This is an optimization exercise on Yosys and OpenROAD, whose aim is small area, not a production implementation. No run shown here included a check of the RTL's function; only the layout flow was run. Power is estimated from default activity; no workload was simulated.

**flow/design.v**
```verilog
module EQComparator_16bit#(
    parameter WORD_WIDTH = 16
)(
    input logic             [WORD_WIDTH-1:0]    inA,
    input logic             [WORD_WIDTH-1:0]    inB,
    output logic                                out
);
    assign out = (inA == inB);
endmodule
`timescale 1ns / 1ps
module QTU_FMB #(
    parameter MEM_DEPTH = 2048,
    parameter MEM_WIDTH = 8,
    parameter WORD_WIDTH = 16
)(
    input logic                             clk,
    input logic                             nrst,
    input logic                             en,
    input logic                             iAmDestination,
    input logic                             HB_Reset,
    input logic         [WORD_WIDTH-1:0]    fSourceID,
    input logic         [WORD_WIDTH-1:0]    fSourceHops,
    input logic         [WORD_WIDTH-1:0]    fQValue,
    input logic         [WORD_WIDTH-1:0]    fEnergyLeft,
    input logic         [WORD_WIDTH-1:0]    fHopsFromCH,
    input logic         [WORD_WIDTH-1:0]    fChosenCH,
    input logic         [WORD_WIDTH-1:0]    chosenCH,
    input logic         [WORD_WIDTH-1:0]    hopsFromCH,
    input logic         [WORD_WIDTH-1:0]    myQValue,
    output logic        [WORD_WIDTH-1:0]    nodeID,
    output logic        [WORD_WIDTH-1:0]    nodeHops,
    output logic        [WORD_WIDTH-1:0]    nodeEnergy,
    output logic        [WORD_WIDTH-1:0]    nodeQValue,
    output logic        [4:0]               neighborIndex,
    output logic        [WORD_WIDTH-1:0]    chosenHop,
    output logic        [4:0]               neighborCount,
    output logic                            QTUFMB_done
);
    localparam logic [1:0] s_idle    = 2'b00;
    localparam logic [1:0] s_process = 2'b01;
    localparam logic [1:0] s_output  = 2'b10;
    localparam logic [1:0] s_HBreset = 2'b11;
    logic [1:0]            state;
    logic [31:0]           valid;
    logic [31:0]           written;
    logic [WORD_WIDTH-1:0] ids [31:0];
    logic [WORD_WIDTH-1:0] hopsNeeded;
    logic [WORD_WIDTH-1:0] maxQValue;
    logic [WORD_WIDTH-1:0] bestNeighbor;
    logic [31:0] hit;
    logic        fzero;
    assign fzero = (fSourceID == '0);
    genvar g;
    generate
        for (g = 0; g < 32; g++) begin : cam
            logic eq;
            EQComparator_16bit C (.inA(fSourceID), .inB(ids[g]), .out(eq));
            assign hit[g] = written[g] ? eq : fzero;
        end
    endgenerate
    logic       one;
    logic [4:0] idx;
    always_comb begin
        logic [15:0] a1, m1;
        logic [7:0]  a2, m2;
        logic [3:0]  a3, m3;
        logic [1:0]  a4, m4;
        for (int i = 0; i < 16; i++) begin
            a1[i] = hit[2*i] | hit[2*i+1];
            m1[i] = hit[2*i] & hit[2*i+1];
        end
        for (int i = 0; i < 8; i++) begin
            a2[i] = a1[2*i] | a1[2*i+1];
            m2[i] = m1[2*i] | m1[2*i+1] | (a1[2*i] & a1[2*i+1]);
        end
        for (int i = 0; i < 4; i++) begin
            a3[i] = a2[2*i] | a2[2*i+1];
            m3[i] = m2[2*i] | m2[2*i+1] | (a2[2*i] & a2[2*i+1]);
        end
        for (int i = 0; i < 2; i++) begin
            a4[i] = a3[2*i] | a3[2*i+1];
            m4[i] = m3[2*i] | m3[2*i+1] | (a3[2*i] & a3[2*i+1]);
        end
        one = (a4[0] | a4[1]) & ~(m4[0] | m4[1] | (a4[0] & a4[1]));
        idx = '0;
        for (int i = 0; i < 32; i++)
            if (hit[i]) idx = idx | 5'(i);
    end
    logic same, newEntry;
    assign same     = (fChosenCH == chosenCH);
    assign newEntry = same & (~one | ~valid[neighborIndex]);
    logic wr;
    assign wr = (state == s_output) & newEntry;
    always_ff @(posedge clk or negedge nrst) begin
        if (!nrst) state <= s_idle;
        else case (state)
            s_idle:    state <= HB_Reset ? s_HBreset : (en ? s_process : s_idle);
            s_process: state <= same ? s_output : s_idle;
            default:   state <= s_idle;
        endcase
    end
    always_ff @(posedge clk or negedge nrst) begin
        if (!nrst) begin
            valid   <= '0;
            written <= '0;
        end else begin
            for (int i = 0; i < 32; i++) begin
                if (wr && neighborIndex == 5'(i)) begin
                    valid[i]   <= 1'b1;
                    written[i] <= 1'b1;
                end else if (state == s_HBreset) begin
                    valid[i]   <= 1'b0;
                end
            end
        end
    end
    always_ff @(posedge clk) begin
        for (int i = 0; i < 32; i++)
            if (wr && neighborIndex == 5'(i))
                ids[i] <= fSourceID;
    end
    always_ff @(posedge clk or negedge nrst) begin
        if (!nrst) neighborCount <= '0;
        else if (state == s_HBreset) neighborCount <= '0;
        else if (wr) neighborCount <= neighborCount + 5'd1;
    end
    always_ff @(posedge clk or negedge nrst) begin
        if (!nrst) neighborIndex <= '0;
        else if (state == s_process)
            neighborIndex <= newEntry ? neighborCount : (one ? idx : 5'd0);
    end
    always_ff @(posedge clk or negedge nrst) begin
        if (!nrst) begin
            nodeID     <= 16'h0000;
            nodeHops   <= 16'hFFFF;
            nodeEnergy <= 16'h0000;
            nodeQValue <= 16'h0000;
        end else if (state == s_output) begin
            nodeID     <= fSourceID;
            nodeHops   <= fSourceHops;
            nodeEnergy <= fEnergyLeft;
            nodeQValue <= fQValue;
        end
    end
    always_ff @(posedge clk or negedge nrst) begin
        if (!nrst) QTUFMB_done <= 1'b0;
        else QTUFMB_done <= (state == s_output);
    end
    always_ff @(posedge clk)
        hopsNeeded <= HB_Reset ? 16'hFFFF : hopsFromCH - 16'd1;
    function automatic logic gt16(input logic [15:0] a, input logic [15:0] b);
        logic g;
        g = 1'b0;
        for (int i = 0; i < 16; i++)
            g = (a[i] & ~b[i]) | (~(a[i] ^ b[i]) & g);
        gt16 = g;
    endfunction
    logic hopMatch, qGreater, qEqual;
    assign hopMatch = (fHopsFromCH == hopsNeeded);
    assign qGreater = gt16(fQValue, maxQValue);
    assign qEqual   = (fQValue == maxQValue);
    always_ff @(posedge clk or negedge nrst) begin
        if (!nrst) begin
            maxQValue    <= 16'h0000;
            bestNeighbor <= 16'hFFFF;
        end else if (state == s_HBreset) begin
            maxQValue    <= 16'h0000;
            bestNeighbor <= 16'hFFFF;
        end else if (state == s_output && iAmDestination) begin
            if (hopMatch && qGreater) maxQValue <= fQValue;
            if (hopsNeeded == 16'h0000) bestNeighbor <= chosenCH;
            else if (hopMatch && (qGreater || (qEqual && gt16(bestNeighbor, fSourceID))))
                bestNeighbor <= fSourceID;
        end
    end
    assign chosenHop = bestNeighbor;
endmodule
```
**flow/flow/run.sh**
```bash
#!/bin/bash
export BUFFER_PORTS_ARGS="-buffer_cell sky130_fd_sc_hd__buf_1"
export CTS_ARGS="-sink_clustering_enable -repair_clock_nets -sink_clustering_size 30 -sink_clustering_max_diameter 100 -dont_use_dummy_load"
bash standard.sh > standard.log 2>&1
```
**flow/standard.sh**
```bash
#!/bin/bash
# synth_recipe.tcl (not shown) runs the flow's synth.tcl, then flattens the netlist and writes it again
# the make line also repeats each setting of config.mk as NAME=value (left out here)
make -C /OpenROAD-flow-scripts/flow DESIGN_CONFIG=/design/flow/config.mk WORK_HOME=/design/flow/orfs CLKGATE_MAP_FILE= SYNTH_SCRIPT=/design/flow/synth_recipe.tcl "${@:-finish}"
```
**flow/config.mk**
```make
export PLATFORM = sky130hd
export DESIGN_NAME = QTU_FMB
export DESIGN_NICKNAME = QTU_FMB
export VERILOG_FILES = /design/flow/design.v
export SDC_FILE = /design/flow/constraint.sdc
export NUM_CORES = 4
export LEC_CHECK = 0
export CAP_MARGIN = 20
export CORE_MARGIN = 2
export CORE_UTILIZATION = 40
export SLEW_MARGIN = 20
```
**flow/constraint.sdc**
```tcl
create_clock -name core_clock -period 10.0 [get_ports {clk}]
set_input_delay 2.0000 -clock core_clock [delete_from_list [all_inputs] [get_ports {clk}]]
set_output_delay 2.0000 -clock core_clock [all_outputs]
set_load 0.01 [all_outputs]
```
==> key figures, run 1 <==
Placement
  – Routability Congestion: 0.867
  – PortBufs: 223
  – DP HPWL: 48.9 mm
  – Placed Cells: 3,562
  – Placed cell areas: 33,700 µm²

Synth
  – Top cells by area, synth: edfxtp_1 48%, xnor2_1 15%, dfrtp_1 11%, nand2_1 3.0%, nand4_1 2.9%
  – Primary FF master, synth: edfxtp_1
  – Synthesis warning total: 3
  – Dominant cell type by area after synthesis: edfxtp_1
  – Cell variety after synth: 63
  – Mapped Area: 31,800 µm²
  – Synthesized flop and latch total: 701
  – Most frequent cell after synthesis: xnor2_1
  – Sequential area share after synthesis: 0.631
  – Area share of the largest cell type after synthesis: 0.483
  – Post-synth EDFFs: 512
  – Ys async rst share: 0.247
  – Avg Cell Area, Syn: 13.5 µm²
  – Cells after Synth: 2,353
  – Syn_nets: 2,535
  – Post-synth top cells: 528 x xnor2_1, 512 x edfxtp_1, 255 x nand2_1

Floorplan
  – Core area: 78,900 µm²
  – Die Wd: 286 µm
  – I/O Pins: 240
  – Total die area: 81,800 µm²
  – Die Y: 286 µm
  – Std-Cell Rows: 103
  – Starting Density: 0.403

Power and ir drop
  – Seq pwr share: 0.600
  – Combinational Power Share: 0.166
  – Int Pwr: 4.26 mW
  – Sw power: 1.59 mW
  – Power per Cell Area: 169 nW/µm²
  – Clock share of power: 0.233
  – Leak: 12.1 nW
  – Total power: 5.85 mW
  – Switching Share: 0.272
  – Peak supply drop: 0.0907 mV

Clocking
  – TritonCTS clock tree: yes
  – Clock Latency Late Sink: 0.64 ns
  – CTS-repair resized insts: 0
  – Clock transition at path regs: 0.10 ns
  – Setup repair bufs after CTS: 0
  – # H-tree levels: 1
  – Clock buffer depth: 3
  – CTS root buffer: clkbuf_16
  – Total CTS buffers: 29
  – CTS Hold Bufs: 0
  – Clock sinks: 701

Finish
  – Share of cells above drive strength 1: 0.0924
  – Top flop regs: ids: 512 flops, valid: 32 flops, written: 32 flops
  – Finished Layout Cells: 3,594
  – Final Util: 0.439
  – Diode count: 0
  – Most flop-heavy register: ids
  – Layout Cell Area excl Fill: 34,700 µm²
  – Area growth syn-to-layout: 8.93%
  – Largest register FFs: 512
  – Final net count: 2,728

GRT
  – Total track usage: 0.182
  – Vias in the first global route: 19,200
  – Global route overflow: 0
  – Pin count of the biggest net entering global routing: 83
  – Initial antenna violation count: 0
  – First-pass GRT wire length: 117 mm

Detailed routing
  – Via count: 18,900
  – Post-DRT Antenna Nets: 0
  – DR iter-0 viols: 1,308
  – Avg WL per Cell: 20.9 µm
  – Detailed Routing Iterations Pass 1: 6
  – Number of remaining DRC errors: 0
  – Via density per instance: 5.26
  – Final WL: 75.2 mm

Timing
  – RSZ-0062 raised after global routing: no
  – Hold violation count in the final report: 0
  – Fin crit period: 7.21 ns
  – Max-slew headroom: 0.214
  – Max-slew violations: 0
  – Fmax: 0.139 GHz
  – Setup Viol. Count Final: 0
  – Final Skew: 0.0596 ns
  – Setup TNS: 0 ns
  – Period utilization: 0.721
  – Worst-margin pin slew: 1.17 ns

Critical path
  – CP Data Required Time: 10.36 ns
  – CP max FO: 39
  – CP Launch Type: input port
  – Crit. End Element: flip-flop
  – Worst Path Class, Setup: input port to flip-flop
  – Crit path DAT: 7.58 ns

Run
  – # Max-Cap Violations: 0

Run status
  – Status: no timing/DRC/antenna violations

Min path
  – Hold Path Class: flip-flop to flip-flop
## cell usage in the layout (no fill, tap or decap), types with 4 or more instances in the layout
master and instances:
ha_1 33, o22ai_1 6, nor2_1 75, mux2_2 17
o31ai_1 31, a21o_1 35, clkbuf_16 29, buf_4 58
o21ai_1 4, xor2_1 27, clkbuf_4 17, buf_1 206
nor2b_1 5, mux4_2 10, nand3_1 14, nand3b_1 6
dfrtp_1 141, dfxtp_1 16, nor3_1 17, xnor2_1 528
edfxtp_1 512, a31o_1 5, dfstp_2 32, mux2i_1 35
nor4_2 4, o21ai_0 31, a21oi_1 21, nor4_1 52
a21oi_2 15, o41ai_1 6, nand4_1 146, nand2_1 254
nor3_2 6, nor3_4 22, inv_1 41, or3_1 5
nand2b_1 23, o21a_1 7
## cell families (layout without fill, tap and decap cells)
kind of cell	after synthesis	in the layout	synth area share
buffers and inverters	168	359	0.0376
adder cells (fa/ha/maj)	33	33	0.0130
XOR/XNOR	555	555	0.153
flip-flops	701	701	0.631
AO/OA/AOI/OAI	189	189	0.0424
AND/OR/NAND/NOR	645	645	0.0996
multiplexers	62	62	0.0241
## path summary, 6_finish.rpt
| kind | depth (start not counted) | to | from | slack, ns |
|---|---|---|---|---|
| min | 2 | nodeHops[15] | nodeHops[15] | 0.46 |
| min reg2reg | 2 | nodeHops[15] | nodeHops[15] | 0.46 |
| max reg2reg | 12 | ids[22][7] | ids[19][6] | 4.92 |
| max in group asynchronous | 4 | written[26] | nrst | 6.72 |
| max | 14 | ids[22][7] | fSourceID[8] | 2.79 |
| min in group asynchronous | 1 | nodeQValue[13] | nrst | 1.49 |
## final cells by class
type / instances / area [µm²]
fill: 7201 / 44200
inverter: 42 / 158
multi-input combinational: 1484 / 10900
sequential: 701 / 20100
clock buffer: 29 / 726
timing repair buffer: 288 / 1490
tap: 1050 / 1310
## power by group through the flow
| stage | Clock (mW) | Sequential, mW | Combinational (mW) |
|---|---|---|---|
| after CTS | 1.41 | 3.51 | 0.981 |
| after floorplan | 0 | 3.64 | 0.517 |
| final | 1.36 | 3.51 | 0.973 |
| after global placement | 0 | 3.57 | 0.957 |
| after global routing | 1.50 | 3.54 | 1.09 |
| after detailed placement | 0 | 3.58 | 0.978 |
## per-layer routing
layer,vias to the layer above,part of all wire,track usage
met5,-,0,0
met4,0,0.014,0.0293
met3,65,0.045,0.0175
met2,449,0.48,0.302
met1,9674,0.46,0.263
li1,8726,-,-
## through the flow
stage                     setup WS [ns]  hold WS, ns
after floorplan                    3.91        0.443
after global placement             2.53        0.451
after detailed placement           2.37        0.451
after CTS                          3.01        0.466
after global routing               2.45        0.490
final                              2.79        0.463
## critical path, stage by stage
cell	delay, ns
clkbuf_4	0.58
buf_4	0.37
nor4_1	0.10
nand4_2	0.64
nor2_1	0.10
a21oi_1	0.33
nand4_1	0.27
nor4_1	0.48
a21boi_0	0.58
o21ai_1	0.35
o21ai_4	0.71
buf_4	0.54
nor3_2	0.20
buf_6	0.21
==> run 2: changes to the inputs <==
--- a/flow/design.v
+++ b/flow/design.v
@@ -43,19 +43,21 @@
     logic [1:0]            state;
     logic [31:0]           valid;
     logic [31:0]           written;
-    logic [WORD_WIDTH-1:0] ids [31:0];
+    logic                  wr;
     logic [WORD_WIDTH-1:0] hopsNeeded;
     logic [WORD_WIDTH-1:0] maxQValue;
     logic [WORD_WIDTH-1:0] bestNeighbor;
     logic [31:0] hit;
+    logic [31:0] we, weN;
     logic        fzero;
     assign fzero = (fSourceID == '0);
     genvar g;
     generate
         for (g = 0; g < 32; g++) begin : cam
-            logic eq;
-            EQComparator_16bit C (.inA(fSourceID), .inB(ids[g]), .out(eq));
-            assign hit[g] = written[g] ? eq : fzero;
+            assign we[g]  = wr & (neighborIndex == 5'(g));
+            assign weN[g] = ~we[g];
+            QTU_cam_entry e (.clk(clk), .we(we[g]), .weN(weN[g]), .f(fSourceID),
+                             .fzero(fzero), .written(written[g]), .hit(hit[g]));
         end
     endgenerate
     logic       one;
@@ -89,7 +91,6 @@
     logic same, newEntry;
     assign same     = (fChosenCH == chosenCH);
     assign newEntry = same & (~one | ~valid[neighborIndex]);
-    logic wr;
     assign wr = (state == s_output) & newEntry;
     always_ff @(posedge clk or negedge nrst) begin
         if (!nrst) state <= s_idle;
@@ -105,7 +106,7 @@
             written <= '0;
         end else begin
             for (int i = 0; i < 32; i++) begin
-                if (wr && neighborIndex == 5'(i)) begin
+                if (we[i]) begin
                     valid[i]   <= 1'b1;
                     written[i] <= 1'b1;
                 end else if (state == s_HBreset) begin
@@ -113,11 +114,6 @@
                 end
             end
         end
-    end
-    always_ff @(posedge clk) begin
-        for (int i = 0; i < 32; i++)
-            if (wr && neighborIndex == 5'(i))
-                ids[i] <= fSourceID;
     end
     always_ff @(posedge clk or negedge nrst) begin
         if (!nrst) neighborCount <= '0;
@@ -175,3 +171,17 @@
     end
     assign chosenHop = bestNeighbor;
 endmodule
+module QTU_cam_entry (
+    input  logic        clk,
+    input  logic        we,
+    input  logic        weN,
+    input  logic [15:0] f,
+    input  logic        fzero,
+    input  logic        written,
+    output logic        hit
+);
+    logic [15:0] id;
+    always_ff @(posedge clk)
+        id <= ({16{we}} & f) | ({16{weN}} & id);
+    assign hit = written ? (id == f) : fzero;
+endmodule
--- a/flow/config.mk
+++ b/flow/config.mk
@@ -9,3 +9,4 @@
 export CORE_MARGIN = 2
 export CORE_UTILIZATION = 40
 export SLEW_MARGIN = 20
+export SYNTH_HIERARCHICAL = 1
==> run 2 against run 1 <==
Compared with the run above:
- still clean on timing, DRC and antenna
- hold slack better by 0.020 ns
- area after synthesis fell by 2.4%
- via count rose by 19%
- final area is 2.5% lower
- count of clock-buffer cells in the layout rose by 2
- sequential share of layout area fell by 14 points
- critical path depth is the same
- non-clock buffer count rose by 5
- combinational power fell by 11%
- clock power grew 4%
- maximum frequency up 1.5%
- flip-flop and latch count unchanged
- largest power group unchanged
==> key figures, run 2 <==
Finish
  – Most flop-heavy register: cam.e.id (was ids)
  – Top flop regs: cam.e.id: 512 flops, valid: 32 flops, written: 32 flops (was ids: 512 flops, valid: 32 flops, written: 32 flops)
  – Layout Cell Area excl Fill: 33,800 µm² (was 34,700 µm²)
  – Finished Layout Cells: 3,933 (was 3,594)
  – Final net count: 3,077 (was 2,728)
  – Leading cell type in the layout, fill and taps excluded: xnor2_1 (unchanged)
  – Filler instances: 7,271 (was 7,201)
  – Diode count: 0 (unchanged)
  – Most frequent cells in the layout: 536 x xnor2_1, 528 x dfxtp_1, 482 x a22o_1, 206 x buf_1, 144 x nand4_1 (was 528 x xnor2_1, 512 x edfxtp_1, 254 x nand2_1, 206 x buf_1, 146 x nand4_1)
  – Share of cells above drive strength 1: 0.105 (was 0.0924)
  – Area growth syn-to-layout: 8.92% (was 8.93%)
  – Largest register FFs: 512 (unchanged)

Synth
  – Post-synth EDFFs: 0 (was 512)
  – Synthesis warning total: 8 (was 3)
  – Ys async rst share: 0.247 (unchanged)
  – Dominant cell type by area after synthesis: dfxtp_1 (was edfxtp_1)
  – Cells after Synth: 2,756 (was 2,353)
  – Sequential area share after synthesis: 0.481 (was 0.631)
  – Adder-Cell Fraction of Synth Area: 0.0133 (was 0.0130)
  – Primary FF master, synth: dfxtp_1 (was edfxtp_1)
  – Synthesized flop and latch total: 701 (unchanged)
  – Top cells by area, synth: dfxtp_1 34%, xnor2_1 15%, a22o_1 14%, dfrtp_1 11%, mux2_2 3.5% (was edfxtp_1 48%, xnor2_1 15%, dfrtp_1 11%, nand2_1 3.0%, nand4_1 2.9%)
  – Mapped Area: 31,000 µm² (was 31,800 µm²)
  – Syn_nets: 2,938 (was 2,535)
  – Compound-Gate Fraction of Synth Area: 0.184 (was 0.0424)
  – Most frequent cell after synthesis: xnor2_1 (unchanged)
  – Area share of the largest cell type after synthesis: 0.341 (was 0.483)
  – Cell variety after synth: 62 (was 63)
  – Simple logic cell fraction of the synthesized area: 0.0792 (was 0.0996)
  – Avg Cell Area, Syn: 11.3 µm² (was 13.5 µm²)
  – Synth Area in XOR/XNOR: 0.157 (was 0.153)
  – Post-synth top cells: 536 x xnor2_1, 528 x dfxtp_1, 482 x a22o_1 (was 528 x xnor2_1, 512 x edfxtp_1, 255 x nand2_1)
  – Post-synthesis mux area share: 0.0537 (was 0.0241)
  – Largest family of logic cells by synthesized area: compound AO/OA/AOI/OAI gates (was XOR/XNOR gates)

Critical path
  – Slowest cell on crit path: a2111oi_4 (was o21ai_4)
  – Max incr delay on CP: 0.88 ns (was 0.71 ns)
  – Critical path buffers and inverters: 3 (was 4)
  – CP Data Required Time: 10.47 ns (was 10.36 ns)
  – Crit path DAT: 7.58 ns (about the same)
  – CP Launch Type: input port (unchanged)
  – CP top delay family: simple AND/OR/NAND/NOR gates (was compound AO/OA/AOI/OAI gates)
  – Most frequent CP cell: nor4_1
  – Crit path from: fSourceID[5] (was fSourceID[8])
  – Worst Path Class, Setup: input port to flip-flop (unchanged)
  – CP max FO: 41 (was 39)
  – Crit. End Element: flip-flop (unchanged)
  – RR Startpoint: cam[0].e.id[13] (was ids[19][6])
  – CP Cell Sequence: clkbuf_4 -> buf_4 -> xnor2_1 -> nand4_1 -> nor4_1 -> mux2_2 -> or4_1 -> nor4_1 -> xor2_1 -> nor4_1 -> a2111oi_4 -> buf_4 -> nand3_1 -> a22o_1 (was clkbuf_4 -> buf_4 -> nor4_1 -> nand4_2 -> nor2_1 -> a21oi_1 -> nand4_1 -> nor4_1 -> a21boi_0 -> o21ai_1 -> o21ai_4 -> buf_4 -> nor3_2 -> buf_6)

Detailed routing
  – Detailed Routing Iterations Pass 1: 5 (was 6)
  – Number of remaining DRC errors: 0 (unchanged)
  – Avg WL per Cell: 21.7 µm (was 20.9 µm)
  – Via density per instance: 5.72 (was 5.26)
  – Final WL: 85.3 mm (was 75.2 mm)
  – Via count: 22,500 (was 18,900)
  – DR iter-0 viols: 1,398 (was 1,308)
  – Post-DRT Antenna Nets: 0 (unchanged)

Timing
  – RSZ-0062 raised after global routing: no (unchanged)
  – Setup TNS: 0 ns (unchanged)
  – Final Skew: 0.0762 ns (was 0.0596 ns)
  – Fmax: 0.141 GHz (was 0.139 GHz)
  – Fin crit period: 7.11 ns (was 7.21 ns)
  – WHS: 0.483 ns (was 0.463 ns)
  – Setup Viol. Count Final: 0 (unchanged)
  – Worst-margin pin slew: 1.09 ns (was 1.17 ns)
  – Max-slew headroom: 0.269 (was 0.214)
  – Hold violation count in the final report: 0 (unchanged)
  – Period utilization: 0.711 (was 0.721)
  – Max-slew violations: 0 (unchanged)

Clocking
  – Clock Latency Late Sink: 0.65 ns (was 0.64 ns)
  – Clock buffer depth: 3 (unchanged)
  – Setup repair bufs after CTS: 0 (unchanged)
  – # H-tree levels: 1 (unchanged)
  – CTS-repair resized insts: 0 (unchanged)
  – Clock transition at path regs: 0.10 ns (about the same)
  – Clock sinks: 701 (unchanged)
  – TritonCTS clock tree: yes (unchanged)
  – CTS Hold Bufs: 0 (unchanged)
  – CTS root buffer: clkbuf_16 (unchanged)
  – Total CTS buffers: 31 (was 29)

GRT
  – Global route overflow: 0 (unchanged)
  – Vias in the first global route: 22,700 (was 19,200)
  – Pin count of the biggest net entering global routing: 73 (was 83)
  – First-pass GRT wire length: 133 mm (was 117 mm)
  – Initial antenna violation count: 2 (was 0)
  – Total track usage: 0.211 (was 0.182)

Placement
  – Routability Congestion: 0.879 (was 0.867)
  – Placed Cells: 3,901 (was 3,562)
  – DP HPWL: 55.5 mm (was 48.9 mm)
  – PortBufs: 223 (unchanged)
  – Placed cell areas: 33,000 µm² (was 33,700 µm²)

Power and ir drop
  – Power per Cell Area: 161 nW/µm² (was 169 nW/µm²)
  – Peak supply drop: 0.159 mV (was 0.0907 mV)
  – Total power: 5.44 mW (was 5.85 mW)
  – Leak: 12.2 nW (was 12.1 nW)

Run
  – # Max-Cap Violations: 0 (unchanged)

Min path
  – Worst Min Path Start: written[24] (was nodeHops[15])
  – Hold Path Class: flip-flop to flip-flop (unchanged)

Floorplan
  – I/O Pins: 240 (unchanged)
  – Die Y: 283 µm (was 286 µm)
  – Std-Cell Rows: 102 (was 103)
  – Starting Density: 0.403 (about the same)
  – Die Wd: 283 µm (was 286 µm)
  – Total die area: 79,800 µm² (was 81,800 µm²)
  – Core area: 77,100 µm² (was 78,900 µm²)

Run status
  – Status: no timing/DRC/antenna violations (unchanged)
run 2: cell count changes after synthesis, moves of 32 or more:
cell	before	now
nor2_1	76	19
buf_6	59	4
a22o_2	0	32
buf_2	7	67
mux2_2	17	97
clkbuf_1	39	102
nand2_1	255	65
dfxtp_1	16	528
a32o_1	0	32
a21o_1	35	3
edfxtp_1	512	0
a22o_1	1	482
run 2: per-module statistics from Yosys (local to each module, per instance):
module	area [µm²]	cells inside
QTU_cam_entry	662	58
QTU_FMB	9860	900
run 2: final cells by class:
class | instances | area, µm² | share of cell area
flip-flops and latches | 701 | 14900 | 0.442
clock buffers | 31 | 776 | 0.0229
multi-input cells | 1829 | 15200 | 0.449
well taps | 1040 | 1300 | 0.0385
repair buffers | 293 | 1470 | 0.0435
inverters | 39 | 146 | 0.00433
run 2: cells by family (layout without fill, tap and decap cells):
kind of cell	after synthesis	in the layout
buffers and inverters	226	363
AND/OR/NAND/NOR	433	433
multiplexers	147	147
XOR/XNOR	558	558
flip-flops	701	701
adder cells (fa/ha/maj)	33	33
AO/OA/AOI/OAI	658	658
run 2: where the power goes:
group / switching [mW] / total [mW] / internal (mW) / leakage (nW)
Combinational: 0.511 / 0.864 / 0.353 / 5.39
Sequential: 0.120 / 3.15 / 3.03 / 6.42
Clock: 0.870 / 1.42 / 0.553 / 0.382
Total: 1.50 / 5.44 / 3.94 / 12.2
run 2: path summary, 6_finish.rpt:
kind | slack (ns) | depth (start not counted) | to
max | 2.89 | 14 | cam[22].e.id[3]
min | 0.48 | 1 | written[24]
max reg2reg | 5.21 | 12 | cam[22].e.id[3]
min reg2reg | 0.48 | 1 | written[24]
max in group asynchronous | 6.49 | 3 | maxQValue[6]
min in group asynchronous | 1.39 | 1 | nodeEnergy[3]
run 2: stage by stage:
stage / util / setup slack (ns)
floorplan: - / 4.05
finish: 0.439 / 2.89
CTS: 0.438 / 2.95
detailed placement: 0.428 / 2.32
global route: 0.439 / 2.62
global placement: 0.428 / 2.38
run 2: routing by layer:
metal	vias to the layer above	GRT usage	wire length [µm]
li1	10500	-	-
met1	11300	0.284	38300
met2	644	0.348	39500
met3	103	0.0393	5380
met4	2	0.0507	2120
met5	-	0	12

[static timing again, ports no longer ideal]
No port has a modelled driver above. Below, the same layouts with a new extraction and two added sets of constraints. Step 1 sets driving cells, clkbuf_16 on the clock port and buf_2 on the other inputs (assumed; they add their load-dependent delay and slew). Step 2 also shifts input and output timing later by t, the mid clock arrival at the registers, as if the neighbouring blocks saw the same clock. Slacks: ideal / step 1 / step 2; pairs: ideal / step 1.
run | t (ns) | setup WS [ns] | worst register clock-pin slew, ns
run 1 | 0.675 | 2.785 / 2.821 / 2.146 | 0.12 / 0.12
run 2 | 0.674 | 2.889 / 2.923 / 2.249 | 0.12 / 0.12
After both steps setup and hold are still met in every run listed. The setup slack of run 2, which loses most, moves by +0.034 ns with the drivers and by -0.640 ns with both steps.
